What follows belongs to an exercise in optimizing a design on an open flow for small area, a short achievable clock period and few clock cycles; a production flow would make more cautious choices.
RTL that was checked went through simulation tests only; none was proved equivalent to the original.
Power and IR drop assume default switching activity.

==> flow/design.v <==
module huffman(clk, reset, gray_valid, CNT_valid,  gray_data, CNT1, CNT2, CNT3, CNT4, CNT5, CNT6,
    code_valid, HC1, HC2, HC3, HC4, HC5, HC6, M1, M2, M3, M4, M5, M6);
input clk;
input reset;
input gray_valid;
input [7:0] gray_data;
output reg CNT_valid;
output [7:0] CNT1, CNT2, CNT3, CNT4, CNT5, CNT6;
output reg code_valid;
output [7:0] HC1, HC2, HC3, HC4, HC5, HC6;
output [7:0] M1, M2, M3, M4, M5, M6;
reg [6:0] W1, W2, W3, W4, W5;
reg [6:0] V;
reg [6:0] amount;    
reg [2:0] ptr [0:5];
reg [4:0] hc [0:5];
reg [4:0] m [0:5];
assign CNT1 = {1'b0, W5};
assign CNT2 = {1'b0, V};
assign CNT3 = {1'b0, W1};
assign CNT4 = {1'b0, W2};
assign CNT5 = {1'b0, W3};
assign CNT6 = {1'b0, W4};
assign HC1 = {3'b0, hc[0]};
assign HC2 = {3'b0, hc[1]};
assign HC3 = {3'b0, hc[2]};
assign HC4 = {3'b0, hc[3]};
assign HC5 = {3'b0, hc[4]};
assign HC6 = {3'b0, hc[5]};
assign M1 = {3'b0, m[0][4:1], 1'b1};
assign M2 = {3'b0, m[1][4:1], 1'b1};
assign M3 = {3'b0, m[2][4:1], 1'b1};
assign M4 = {3'b0, m[3][4:1], 1'b1};
assign M5 = {3'b0, m[4][4:1], 1'b1};
assign M6 = {3'b0, m[5][4:1], 1'b1};
reg counting, sorting, merging;
reg [4:1] U;
reg ph;              
reg [5:1] Tr;
wire last_sort = sorting & !U[1];
wire last_merge = merging & !U[2];
wire cmp_cycle = (sorting | merging) & !ph;
wire ins_cycle = (sorting | merging) & ph;
wire drop = merging & cmp_cycle;
function lt7;
    input [6:0] a, b;
    reg [6:0] l, g;
    begin
        l = ~a & b;
        g = a & ~b;
        lt7 = l[6] | ~g[6] & (l[5] | ~g[5] & (l[4] | ~g[4] & (l[3] | ~g[3] &
              (l[2] | ~g[2] & (l[1] | ~g[1] & l[0])))));
    end
endfunction
wire lt1 = lt7(W1, V);
wire lt2 = lt7(W2, V);
wire lt3 = lt7(W3, V);
wire lt4 = lt7(W4, V);
wire lt5 = lt7(W5, V);
wire [5:1] Tc;
assign Tc[1] = merging ? lt2 : (lt1 | U[1]);
assign Tc[2] = merging ? lt3 : (lt2 | U[2]);
assign Tc[3] = merging ? lt4 : (lt3 | U[3]);
assign Tc[4] = merging ? lt5 : (lt4 | U[4]);
assign Tc[5] = !merging & lt5;
wire [6:1] T = {1'b0, Tr};
wire [2:0] p = {T[4], T[2] & !T[4], (T[1] & !T[2]) | (T[3] & !T[4]) | T[5]};
wire [6:0] D = 7'd127;    
function [6:0] pick;
    input up, here;
    input [6:0] w1, w0, v;
    pick = here ? v : up ? w1 : w0;
endfunction
wire [2:0] sym = gray_data[2:0];
wire take = counting & gray_valid;
reg selw2, selv;
wire [6:0] vnext = W1 + (({7{selw2}} & W2) | ({7{selv}} & V));
always @(posedge clk) begin
    if (reset) begin
        amount <= 7'd0;
        counting <= 1'b1;
        sorting <= 1'b0;
        merging <= 1'b0;
        U <= 4'b1111;
        ph <= 1'b0;
        CNT_valid <= 1'b0;
        code_valid <= 1'b0;
        V <= 7'd0;
        W1 <= 7'd0; W2 <= 7'd0; W3 <= 7'd0; W4 <= 7'd0; W5 <= 7'd0;
    end else begin
        CNT_valid <= take && amount == 7'd99;
        code_valid <= last_merge & ins_cycle;
        if (take) amount <= amount + 7'd1;
        if (take && amount == 7'd99) begin
            counting <= 1'b0;
            sorting <= 1'b1;
        end
        if (ins_cycle & last_sort) begin
            sorting <= 1'b0;
            merging <= 1'b1;
        end
        if (last_merge & ins_cycle) merging <= 1'b0;
        ph <= cmp_cycle;
        if (ins_cycle) U <= last_sort ? 4'b1111 : {1'b0, U[4:2]};
        if (take) begin
            if (sym == 3'd1) W5 <= W5 + 7'd1;
            if (sym == 3'd2) V  <= V  + 7'd1;
            if (sym == 3'd3) W1 <= W1 + 7'd1;
            if (sym == 3'd4) W2 <= W2 + 7'd1;
            if (sym == 3'd5) W3 <= W3 + 7'd1;
            if (sym == 3'd6) W4 <= W4 + 7'd1;
        end
        if (drop) begin
            W1 <= W2; W2 <= W3; W3 <= W4; W4 <= W5; W5 <= D;
        end
        if (ins_cycle) begin
            W1 <= pick(T[2], T[1] & !T[2], W2, W1, V);
            W2 <= pick(T[3], T[2] & !T[3], W3, W2, V);
            W3 <= pick(T[4], T[3] & !T[4], W4, W3, V);
            W4 <= pick(T[5], T[4] & !T[5], W5, W4, V);
            W5 <= pick(1'b0, T[5],         D,  W5, V);
            V <= vnext;
        end
    end
end
wire sum_next = merging | last_sort;
always @(posedge clk) begin
    Tr <= Tc;
    selw2 <= sum_next & Tc[2];
    selv <= sum_next & !Tc[2];
end
wire [2:0] dst0 = p;
wire [2:0] dst1 = T[1] ? 3'd0 : 3'd1;
wire [2:0] dst2 = T[2] ? 3'd1 : 3'd2;
wire [2:0] dst3 = T[3] ? 3'd2 : 3'd3;
wire [2:0] dst4 = T[4] ? 3'd3 : 3'd4;
wire [2:0] dst5 = T[5] ? 3'd4 : 3'd5;
function [2:0] dst;
    input [2:0] j;
    input [2:0] d0, d1, d2, d3, d4, d5;
    case (j)
        3'd0: dst = d0;
        3'd1: dst = d1;
        3'd2: dst = d2;
        3'd3: dst = d3;
        3'd4: dst = d4;
        default: dst = d5;
    endcase
endfunction
integer s;
always @(posedge clk) begin
    if (reset) begin
        ptr[0] <= 3'd5;
        ptr[1] <= 3'd0;
        ptr[2] <= 3'd1;
        ptr[3] <= 3'd2;
        ptr[4] <= 3'd3;
        ptr[5] <= 3'd4;
    end else if (drop) begin
        for (s = 0; s < 6; s = s + 1)
            if (ptr[s] != 3'd0) ptr[s] <= ptr[s] - 3'd1;
    end else if (ins_cycle) begin
        for (s = 0; s < 6; s = s + 1)
            ptr[s] <= dst(ptr[s], dst0, dst1, dst2, dst3, dst4, dst5);
    end
end
reg part, bit1;
always @(posedge clk) begin
    if (reset) begin
        for (s = 0; s < 6; s = s + 1) begin
            hc[s] <= 5'd0;
            m[s] <= 5'd0;
        end
    end else if (drop | (last_merge & ins_cycle)) begin
        for (s = 0; s < 6; s = s + 1) begin
            part = drop ? (ptr[s] <= 3'd1) : 1'b1;
            bit1 = drop ? (ptr[s] == 3'd0) : ((ptr[s] == 3'd0) ^ T[1]);
            if (part) begin
                m[s] <= {m[s][3:0], 1'b1};
                hc[s] <= hc[s] | (({m[s][3:0], 1'b1} & ~m[s]) & {5{bit1}});
            end
        end
    end
end
endmodule
clock: 4.5 ns
lec_check: 0
cap_margin: 20
core_margin: 2
core_utilization: 40
cts_buf_list: sky130_fd_sc_hd__clkbuf_8
place_density: 0.6
setup_slack_margin: 2.0
slew_margin: 20
standard.sh (not shown) runs the stock make flow with config.mk's settings and CLKGATE_MAP_FILE= SYNTH_SCRIPT=/design/flow/synth_recipe.tcl, a recipe that flattens the netlist after the stock synthesis.
==> flow/flow/run.sh <==
#!/bin/bash
# Standard layout, but with the smallest buffer on the ports.
set -euo pipefail
sed 's|"\${@:-finish}"|BUFFER_PORTS_ARGS="-buffer_cell sky130_fd_sc_hd__buf_1" "${@:-finish}"|' standard.sh > my_standard.sh
bash my_standard.sh > flow.log 2>&1
Next try:
--- a/flow/design.v
+++ b/flow/design.v
@@ -35,13 +35,13 @@
 assign M6 = {3'b0, m[5][4:1], 1'b1};
 reg counting, sorting, merging;
 reg [4:1] U;
 reg ph;              
 reg [5:1] Tr;
 wire last_sort = sorting & !U[1];
-wire last_merge = merging & !U[2];
+wire last_merge = merging & !U[1];
 wire cmp_cycle = (sorting | merging) & !ph;
 wire ins_cycle = (sorting | merging) & ph;
 wire drop = merging & cmp_cycle;
 function lt7;
     input [6:0] a, b;
     reg [6:0] l, g;
@@ -70,14 +70,14 @@
     input up, here;
     input [6:0] w1, w0, v;
     pick = here ? v : up ? w1 : w0;
 endfunction
 wire [2:0] sym = gray_data[2:0];
 wire take = counting & gray_valid;
-reg selw2, selv;
-wire [6:0] vnext = W1 + (({7{selw2}} & W2) | ({7{selv}} & V));
+wire [6:0] s1 = W1 + W2;
+wire [6:0] s2 = V + W1;
 always @(posedge clk) begin
     if (reset) begin
         amount <= 7'd0;
         counting <= 1'b1;
         sorting <= 1'b0;
         merging <= 1'b0;
@@ -86,24 +86,24 @@
         CNT_valid <= 1'b0;
         code_valid <= 1'b0;
         V <= 7'd0;
         W1 <= 7'd0; W2 <= 7'd0; W3 <= 7'd0; W4 <= 7'd0; W5 <= 7'd0;
     end else begin
         CNT_valid <= take && amount == 7'd99;
-        code_valid <= last_merge & ins_cycle;
+        code_valid <= last_merge;
         if (take) amount <= amount + 7'd1;
         if (take && amount == 7'd99) begin
             counting <= 1'b0;
             sorting <= 1'b1;
         end
         if (ins_cycle & last_sort) begin
             sorting <= 1'b0;
             merging <= 1'b1;
         end
-        if (last_merge & ins_cycle) merging <= 1'b0;
-        ph <= cmp_cycle;
+        if (last_merge) merging <= 1'b0;
+        ph <= cmp_cycle & !last_merge;
         if (ins_cycle) U <= last_sort ? 4'b1111 : {1'b0, U[4:2]};
         if (take) begin
             if (sym == 3'd1) W5 <= W5 + 7'd1;
             if (sym == 3'd2) V  <= V  + 7'd1;
             if (sym == 3'd3) W1 <= W1 + 7'd1;
             if (sym == 3'd4) W2 <= W2 + 7'd1;
@@ -116,22 +116,19 @@
         if (ins_cycle) begin
             W1 <= pick(T[2], T[1] & !T[2], W2, W1, V);
             W2 <= pick(T[3], T[2] & !T[3], W3, W2, V);
             W3 <= pick(T[4], T[3] & !T[4], W4, W3, V);
             W4 <= pick(T[5], T[4] & !T[5], W5, W4, V);
             W5 <= pick(1'b0, T[5],         D,  W5, V);
-            V <= vnext;
+            if (sorting && !last_sort) V <= W1;
+            else V <= T[2] ? s1 : s2;
         end
     end
 end
-wire sum_next = merging | last_sort;
-always @(posedge clk) begin
-    Tr <= Tc;
-    selw2 <= sum_next & Tc[2];
-    selv <= sum_next & !Tc[2];
-end
+always @(posedge clk)
+    if (cmp_cycle) Tr <= Tc;
 wire [2:0] dst0 = p;
 wire [2:0] dst1 = T[1] ? 3'd0 : 3'd1;
 wire [2:0] dst2 = T[2] ? 3'd1 : 3'd2;
 wire [2:0] dst3 = T[3] ? 3'd2 : 3'd3;
 wire [2:0] dst4 = T[4] ? 3'd3 : 3'd4;
 wire [2:0] dst5 = T[5] ? 3'd4 : 3'd5;
@@ -161,25 +158,22 @@
             if (ptr[s] != 3'd0) ptr[s] <= ptr[s] - 3'd1;
     end else if (ins_cycle) begin
         for (s = 0; s < 6; s = s + 1)
             ptr[s] <= dst(ptr[s], dst0, dst1, dst2, dst3, dst4, dst5);
     end
 end
-reg part, bit1;
 always @(posedge clk) begin
     if (reset) begin
         for (s = 0; s < 6; s = s + 1) begin
             hc[s] <= 5'd0;
             m[s] <= 5'd0;
         end
-    end else if (drop | (last_merge & ins_cycle)) begin
+    end else if (drop) begin
         for (s = 0; s < 6; s = s + 1) begin
-            part = drop ? (ptr[s] <= 3'd1) : 1'b1;
-            bit1 = drop ? (ptr[s] == 3'd0) : ((ptr[s] == 3'd0) ^ T[1]);
-            if (part) begin
+            if (ptr[s] <= 3'd1) begin
                 m[s] <= {m[s][3:0], 1'b1};
-                hc[s] <= hc[s] | (({m[s][3:0], 1'b1} & ~m[s]) & {5{bit1}});
+                hc[s] <= hc[s] | (({m[s][3:0], 1'b1} & ~m[s]) & {5{ptr[s] == 3'd0}});
             end
         end
     end
 end
 endmodule
The new run passed the timing, design-rule and antenna checks.
Die area falls by 4.3%.
Synthesized cell count is about the same.
Utilization went up by 1.9 points.
Sequential cell count shrinks by 2.
Via count fell by 0.33%.
Wire length went down by 2.4%.
Maximum frequency went down by 2.3%.
Power increases by 2.8%.
Non-clock buffer count goes up by 12.
Area after synthesis drops by 4.4%.
First-iteration DRC count is higher by 20%.
Testbench counts after the change, summed over its fixed seeds: cycles 38,400.
Only the layout flow was run in the first run of this note; the RTL was not checked for function there.

---

## before
Another version of the RTL of huffman (not shown whole).
Size: about 1200 cells after synthesis, roughly 130 flip-flops, roughly 160 I/O pins, about 9100 sq um of cells after synthesis.
==> flow/design.v (excerpt) <==
module huffman(clk, reset, gray_valid, CNT_valid,  gray_data, CNT1, CNT2, CNT3, CNT4, CNT5, CNT6,
    code_valid, HC1, HC2, HC3, HC4, HC5, HC6, M1, M2, M3, M4, M5, M6);
==> module huffman, before the edit <==
module huffman(clk, reset, gray_valid, CNT_valid,  gray_data, CNT1, CNT2, CNT3, CNT4, CNT5, CNT6,
    code_valid, HC1, HC2, HC3, HC4, HC5, HC6, M1, M2, M3, M4, M5, M6);
input clk;
input reset;
input gray_valid;
input [7:0] gray_data;
output reg CNT_valid;
output [7:0] CNT1, CNT2, CNT3, CNT4, CNT5, CNT6;
output reg code_valid;
output [7:0] HC1, HC2, HC3, HC4, HC5, HC6;
output [7:0] M1, M2, M3, M4, M5, M6;
reg [6:0] W1, W2, W3, W4, W5;
reg [6:0] V;
reg [6:0] amount;    
reg [2:0] ptr [0:5];
reg [4:0] hc [0:5];
reg [4:0] m [0:5];
assign CNT1 = {1'b0, W5};
assign CNT2 = {1'b0, V};
assign CNT3 = {1'b0, W1};
assign CNT4 = {1'b0, W2};
assign CNT5 = {1'b0, W3};
assign CNT6 = {1'b0, W4};
assign HC1 = {3'b0, hc[0]};
assign HC2 = {3'b0, hc[1]};
assign HC3 = {3'b0, hc[2]};
assign HC4 = {3'b0, hc[3]};
assign HC5 = {3'b0, hc[4]};
assign HC6 = {3'b0, hc[5]};
assign M1 = {3'b0, m[0]};
assign M2 = {3'b0, m[1]};
assign M3 = {3'b0, m[2]};
assign M4 = {3'b0, m[3]};
assign M5 = {3'b0, m[4]};
assign M6 = {3'b0, m[5]};
wire counting = (amount < 7'd100);
wire sorting  = (amount >= 7'd100) && (amount <= 7'd104);
wire merging  = (amount >= 7'd105) && (amount <= 7'd109);
wire last_sort = (amount == 7'd104);
wire last_merge = (amount == 7'd109);
wire [5:1] U = {1'b0,
                amount == 7'd100,
                amount <= 7'd101,
                amount <= 7'd102,
                amount <= 7'd103};
wire [6:0] D = 7'd127;    
wire lt1 = W1 < V;
wire lt2 = W2 < V;
wire lt3 = W3 < V;
wire lt4 = W4 < V;
wire lt5 = W5 < V;
wire [6:1] T;
assign T[1] = merging ? lt2 : (lt1 | U[1]);
assign T[2] = merging ? lt3 : (lt2 | U[2]);
assign T[3] = merging ? lt4 : (lt3 | U[3]);
assign T[4] = merging ? lt5 : (lt4 | U[4]);
assign T[5] = merging ? 1'b0 : lt5;
assign T[6] = 1'b0;
wire [2:0] p = {T[4], T[2] & !T[4], (T[1] & !T[2]) | (T[3] & !T[4]) | T[5]};
wire [6:0] Wa1 = merging ? W3 : W2;
wire [6:0] Wa2 = merging ? W4 : W3;
wire [6:0] Wa3 = merging ? W5 : W4;
wire [6:0] Wa4 = merging ? D  : W5;
wire [6:0] Wa5 = D;
wire [6:0] Wb1 = merging ? W2 : W1;
wire [6:0] Wb2 = merging ? W3 : W2;
wire [6:0] Wb3 = merging ? W4 : W3;
wire [6:0] Wb4 = merging ? W5 : W4;
wire [6:0] Wb5 = merging ? D  : W5;
wire step = sorting | merging;
function [6:0] pick;
    input up, here;
    input [6:0] a, v, b;
    pick = up ? a : here ? v : b;
endfunction
wire [2:0] sym = gray_data[2:0];
wire take = counting & gray_valid;
wire [6:0] s1 = W2 + (merging ? W3 : W1);
wire [6:0] s2 = V + (merging ? W2 : W1);
wire sel1 = T[2];
always @(posedge clk) begin
    if (reset) begin
        amount <= 7'd0;
        CNT_valid <= 1'b0;
        code_valid <= 1'b0;
        V <= 7'd0;
        W1 <= 7'd0; W2 <= 7'd0; W3 <= 7'd0; W4 <= 7'd0; W5 <= 7'd0;
    end else begin
        CNT_valid <= take && amount == 7'd99;
        code_valid <= last_merge;
        if (take || (!counting && amount != 7'd110))
            amount <= amount + 7'd1;
        if (take) begin
            if (sym == 3'd1) W5 <= W5 + 7'd1;
            if (sym == 3'd2) V  <= V  + 7'd1;
            if (sym == 3'd3) W1 <= W1 + 7'd1;
            if (sym == 3'd4) W2 <= W2 + 7'd1;
            if (sym == 3'd5) W3 <= W3 + 7'd1;
            if (sym == 3'd6) W4 <= W4 + 7'd1;
        end
        if (step) begin
            W1 <= pick(T[2], T[1],          Wa1, V, Wb1);
            W2 <= pick(T[3], T[2] & !T[3],  Wa2, V, Wb2);
            W3 <= pick(T[4], T[3] & !T[4],  Wa3, V, Wb3);
            W4 <= pick(T[5], T[4] & !T[5],  Wa4, V, Wb4);
            W5 <= pick(1'b0, T[5],          Wa5, V, Wb5);
            if (sorting && !last_sort) V <= W1;
            else V <= sel1 ? s1 : s2;
        end
    end
end
wire [2:0] dst0 = p;
wire [2:0] dst1 = merging ? p : (T[1] ? 3'd0 : 3'd1);
wire [2:0] dst2 = merging ? (T[1] ? 3'd0 : 3'd1) : (T[2] ? 3'd1 : 3'd2);
wire [2:0] dst3 = merging ? (T[2] ? 3'd1 : 3'd2) : (T[3] ? 3'd2 : 3'd3);
wire [2:0] dst4 = merging ? (T[3] ? 3'd2 : 3'd3) : (T[4] ? 3'd3 : 3'd4);
wire [2:0] dst5 = merging ? (T[4] ? 3'd3 : 3'd4) : (T[5] ? 3'd4 : 3'd5);
function [2:0] dst;
    input [2:0] j;
    input [2:0] d0, d1, d2, d3, d4, d5;
    case (j)
        3'd0: dst = d0;
        3'd1: dst = d1;
        3'd2: dst = d2;
        3'd3: dst = d3;
        3'd4: dst = d4;
        default: dst = d5;
    endcase
endfunction
integer s;
always @(posedge clk) begin
    if (reset) begin
        ptr[0] <= 3'd5;
        ptr[1] <= 3'd0;
        ptr[2] <= 3'd1;
        ptr[3] <= 3'd2;
        ptr[4] <= 3'd3;
        ptr[5] <= 3'd4;
    end else if (step) begin
        for (s = 0; s < 6; s = s + 1)
            ptr[s] <= dst(ptr[s], dst0, dst1, dst2, dst3, dst4, dst5);
    end
end
always @(posedge clk) begin
    if (reset) begin
        for (s = 0; s < 6; s = s + 1) begin
            hc[s] <= 5'd0;
            m[s] <= 5'd0;
        end
    end else if (merging) begin
        for (s = 0; s < 6; s = s + 1) begin
            if (ptr[s] <= 3'd1) begin
                m[s] <= {m[s][3:0], 1'b1};
                hc[s] <= hc[s] | (({m[s][3:0], 1'b1} & ~m[s]) & {5{ptr[s] == 3'd0}});
            end
        end
    end
end
endmodule
clock: 4.5 ns
lec_check: 0
cap_margin: 20
core_margin: 2
core_utilization: 40
place_density: 0.6
setup_slack_margin: 1.5
slew_margin: 20
run.sh (not shown) runs the stock make flow with config.mk's settings and CLKGATE_MAP_FILE= SYNTH_SCRIPT=/design/flow/synth_recipe.tcl, a recipe that flattens the netlist after the stock synthesis.
Stock flow here: none of the scripts above is used.
Edits applied to the flow inputs when going from before to after:
--- a/flow/design.v
+++ b/flow/design.v
@@ -33,16 +33,10 @@
 assign M4 = {3'b0, m[3]};
 assign M5 = {3'b0, m[4]};
 assign M6 = {3'b0, m[5]};
-wire counting = (amount < 7'd100);
-wire sorting  = (amount >= 7'd100) && (amount <= 7'd104);
-wire merging  = (amount >= 7'd105) && (amount <= 7'd109);
-wire last_sort = (amount == 7'd104);
-wire last_merge = (amount == 7'd109);
-wire [5:1] U = {1'b0,
-                amount == 7'd100,
-                amount <= 7'd101,
-                amount <= 7'd102,
-                amount <= 7'd103};
+reg counting, sorting, merging;
+reg [4:1] U;
+wire last_sort = sorting & !U[1];
+wire last_merge = merging & !U[1];
 wire [6:0] D = 7'd127;    
 wire lt1 = W1 < V;
 wire lt2 = W2 < V;
@@ -81,6 +75,10 @@
 always @(posedge clk) begin
     if (reset) begin
         amount <= 7'd0;
+        counting <= 1'b1;
+        sorting <= 1'b0;
+        merging <= 1'b0;
+        U <= 4'b1111;
         CNT_valid <= 1'b0;
         code_valid <= 1'b0;
         V <= 7'd0;
@@ -88,8 +86,17 @@
     end else begin
         CNT_valid <= take && amount == 7'd99;
         code_valid <= last_merge;
-        if (take || (!counting && amount != 7'd110))
-            amount <= amount + 7'd1;
+        if (take) amount <= amount + 7'd1;
+        if (take && amount == 7'd99) begin
+            counting <= 1'b0;
+            sorting <= 1'b1;
+        end
+        if (last_sort) begin
+            sorting <= 1'b0;
+            merging <= 1'b1;
+        end
+        if (last_merge) merging <= 1'b0;
+        if (step) U <= last_sort ? 4'b1111 : {1'b0, U[4:2]};
         if (take) begin
             if (sym == 3'd1) W5 <= W5 + 7'd1;
             if (sym == 3'd2) V  <= V  + 7'd1;
[summary]
Detailed-router iteration count before antenna repair, before and after, higher one = after. On after: synthesized cell count is about 0.33% lower than what before gave. Summary of after over before: flip-flop and latch share of the layout cell area picked up an extra 1.1 points, first-iteration DRC count lost 112, aggregate routed wire length neither gained nor lost much, number of sinks handled by clock tree synthesis picked up an extra 5.4%.
No functional check of the RTL was part of any run of this note.

==> afterwards: timing with drivers on the ports <==
The results above use ideal ports. As a check the final layouts listed here were re-extracted and re-timed, cells and wires unchanged.
Step 1, drivers: a clkbuf_16 drives clk and a buf_2 each remaining input, both assumed.
Step 2 moves the port delays by t, midway between the first and last clock arrival at a register: inputs arrive t later, outputs are due t later. That takes back most of the time a late clock gives input paths.
a / b / c = ideal / step 1 / step 2; a / b = the first two.
| run | t, ns | slack for setup (ns) | worst setup path after step 2 | worst data-port slew with drivers (ns) |
|---|---|---|---|---|
| the first run of note 1 | 0.510 | 2.086 / 2.043 / 1.775 | input to register | 0.09 |
| the second run of note 1 | 0.506 | 2.030 / 2.030 / 1.785 | input to register | 0.05 |
| before | 0.475 | 1.475 / 1.475 / 1.153 | input to register | 0.04 |
| after | 0.473 | 1.594 / 1.594 / 1.316 | input to register | 0.04 |
After both steps setup and hold are still met in every run listed. The setup slack of before, which loses most, moves by 0.000 ns with the drivers and by -0.322 ns with both steps.
